This is an optimization exercise on Yosys and OpenROAD, whose aim is small area and a short achievable clock period, not a production implementation. The RTL was checked by simulation tests, not by an equivalence proof against the original design.

job 2759:
// cordicsqrt
module cordicsqrt (
    input [15:0] N,
    input clk, in_valid,
    output [15:0] sqrt,
    output out_valid
  );
Size: roughly 5500 cells after synthesis, ~860 flip-flops, roughly 35 I/O pins, about 48000 um2 of cells after synthesis.
==> flow/config.mk <==
export PLATFORM = sky130hd
export DESIGN_NAME = cordicsqrt
export DESIGN_NICKNAME = cordicsqrt
export VERILOG_FILES = /design/flow/design.v
export SDC_FILE = /design/flow/constraint.sdc
export NUM_CORES = 4
export LEC_CHECK = 0
export ABC_AREA = 1
export CAP_MARGIN = 20
export CORE_MARGIN = 2
export CORE_UTILIZATION = 60
export SLEW_MARGIN = 20
==> flow/constraint.sdc <==
create_clock -name core_clock -period 10.0 [get_ports {clk}]
set_input_delay 2.0000 -clock core_clock [delete_from_list [all_inputs] [get_ports {clk}]]
set_output_delay 2.0000 -clock core_clock [all_outputs]
set_load 0.01 [all_outputs]
standard.sh (not shown) runs the stock make flow with config.mk's settings and CLKGATE_MAP_FILE= SYNTH_SCRIPT=/design/flow/synth_recipe.tcl, a recipe that flattens the netlist after the stock synthesis.
==> flow/flow/run.sh <==
#!/bin/bash
set -o pipefail
export SETUP_SLACK_MARGIN=${MARGIN:-6.9}
export CTS_ARGS="-sink_clustering_enable -repair_clock_nets -sink_clustering_size ${CSIZE:-20} -sink_clustering_max_diameter ${CDIAM:-80} -dont_use_dummy_load -buf_list {sky130_fd_sc_hd__clkbuf_16}"
bash standard.sh > standard.log 2>&1
Having completed the whole flow, job 2759 delivered a layout that passed the timing, design-rule and antenna checks.
Modified inputs, job 5986 compared to job 2759
- a deleted ABC_AREA that had been 1
==> flow/flow/run.sh <==
#!/bin/bash
set -o pipefail
export SETUP_SLACK_MARGIN=${MARGIN:-6.6}
export CTS_ARGS="-sink_clustering_enable -repair_clock_nets -sink_clustering_size ${CSIZE:-20} -sink_clustering_max_diameter ${CDIAM:-80} -dont_use_dummy_load -buf_list {sky130_fd_sc_hd__clkbuf_16}"
bash standard.sh > standard.log 2>&1
==> comparison <==
Diff job 2759 -> job 5986: synthesized cell count up 26, met3 wire length saw an increase, die area grew by 4.6%, area of the core region moved up, global placer's final weighted congestion fell about 0.9%.
Compared with job 2759, job 5986 shows path length in cells of the critical path lower by 17.
Compared job 5986 vs job 2759, and layout cell share with drive strength beyond 1 is down in job 5986.
Fraction of area in clock buffers and inverters is higher on job 5986
In the tables for job 2759 and job 5986, first-pass GRT wire length reads higher with job 5986.
> inputs changed (job 5986 -> job 6470)
- putting ABC_AREA at 1 where nothing was set
==> flow/flow/run.sh <==
#!/bin/bash
set -o pipefail
export SETUP_SLACK_MARGIN=${MARGIN:-6.9}
export CTS_ARGS="-sink_clustering_enable -repair_clock_nets -sink_clustering_size ${CSIZE:-30} -sink_clustering_max_diameter ${CDIAM:-120} -dont_use_dummy_load -buf_list {sky130_fd_sc_hd__clkbuf_16}"
bash standard.sh > standard.log 2>&1
## What came out
Job 6470 has completed all stages; timing, DRC and antenna checks passed.
Diff job 5986 -> job 6470 | total CTS buffers | down by more than a quarter
Diff job 5986 -> job 6470 | global-route usage | increase of 0.63 points
Compared to job 5986, job 6470 shows a narrower setup margin.
Compared to job 5986, job 6470 has synthesized cell count 26 lower.
Changes observed in job 6470 relative to job 5986: synthesized area lower; minimum period implied by the final worst setup slack up 480 ps.
diff inputs: job 6470 => job 5301
- clearing ABC_AREA, which used to be 1
- swapping 60 for 40 in CORE_UTILIZATION
==> flow/flow/run.sh <==
#!/bin/bash
set -o pipefail
export SETUP_SLACK_MARGIN=${MARGIN:-6.9}
bash standard.sh > standard.log 2>&1
### Flow results
Total routed wirelength for job 5301 is higher than for job 6470.
The final reports for job 5301 and job 6470 show required time reported for the critical path endpoint higher in the former.
Diff job 6470 -> job 5301 | area growth from synthesis to layout | decrease of 0.52 points
[job 5301 vs job 6470] actual slew at the worst max-slew pin: higher in job 5301
Delta (job 5301 minus job 6470): fraction of area in multi-input gates now sits higher; maximum clock frequency now sits higher; deepest level of the CTS H-tree now sits higher; worst setup slack now sits higher.
[inputs] job 6952 vs job 5301
- a change of CORE_UTILIZATION from 40 to 60
- an added ABC_AREA of 1
==> flow/flow/run.sh <==
#!/bin/bash
set -o pipefail
export SETUP_SLACK_MARGIN=${MARGIN:-7.1}
export CTS_ARGS="-sink_clustering_enable -repair_clock_nets -sink_clustering_size ${CSIZE:-30} -sink_clustering_max_diameter ${CDIAM:-120} -dont_use_dummy_load -buf_list {sky130_fd_sc_hd__clkbuf_16}"
bash standard.sh > standard.log 2>&1
==> notes.md <==
Job 6952 did not stop at any stage, and its layout met the timing, design-rule and antenna checks.
Job 6952 can be clocked slower than job 5301.
Job 5301 → job 6952: count of clock-buffer cells in the layout has decreased.
Compare job 6952 and job 5301 | worst setup slack for register-to-register paths higher: job 5301
Number of logic stages on the critical path including buffering (lower): job 5301
The final reports for job 6952 and job 5301 show initial cell density of the core higher in the former.
Final cell area: job 6952 above job 5301
## Diff of input files: job 7148 against job 6952
- removing ABC_AREA (formerly 1)
==> flow/flow/run.sh <==
#!/bin/bash
set -o pipefail
export SETUP_SLACK_MARGIN=${MARGIN:-6.9}
export CTS_ARGS="-sink_clustering_enable -repair_clock_nets -sink_clustering_size ${CSIZE:-20} -sink_clustering_max_diameter ${CDIAM:-80} -dont_use_dummy_load -buf_list {sky130_fd_sc_hd__clkbuf_16}"
bash standard.sh > standard.log 2>&1
Notes after the runs:
- Taking job 6952 as the reference, in job 7148 fmax higher, first-pass GRT wire length -about 1.5%.
- From job 6952 to job 7148 the numbers moved as follows: floorplan die height up 6.6 um, hold slack down 11 ps.
- Compared with job 6952, job 7148 has extra setup slack.
- Job 7148 against job 6952: worst-path maximum fanout rose 22, final critical-path share of the clock period fell 5.2 points.
- Post-synth design cell area delta (job 7148 − job 6952): unfavourable

[what the ideal ports hide]
How much do the figures lean on ideal ports? The routed layouts below were timed once more, with nothing changed but the port constraints. Step 1, drivers: a clkbuf_16 drives clk and a buf_2 each remaining input, both assumed. Step 2, shift: input delay + t, output delay - t, t = (earliest + latest rising clock arrival at the registers) / 2. This alone moves slack from input paths to output paths. Three values: no drivers, after step 1, after step 2; two values: the first two.
| run | t, ns | slack for setup (ns) | cell pins on the clock port's net |
|---|---|---|---|
| job 2759 | 0.662 | 6.207 / 6.208 / 6.208 | 1 |
| job 5986 | 0.686 | 6.676 / 6.671 / 6.676 | 1 |
| job 6470 | 0.631 | 6.195 / 6.195 / 6.195 | 1 |
| job 5301 | 0.774 | 6.820 / 6.744 / 6.820 | 1 |
| job 6952 | 0.639 | 6.361 / 6.361 / 6.361 | 1 |
| job 7148 | 0.677 | 6.883 / 6.876 / 6.883 | 1 |
After both steps setup and hold are still met in every run listed.
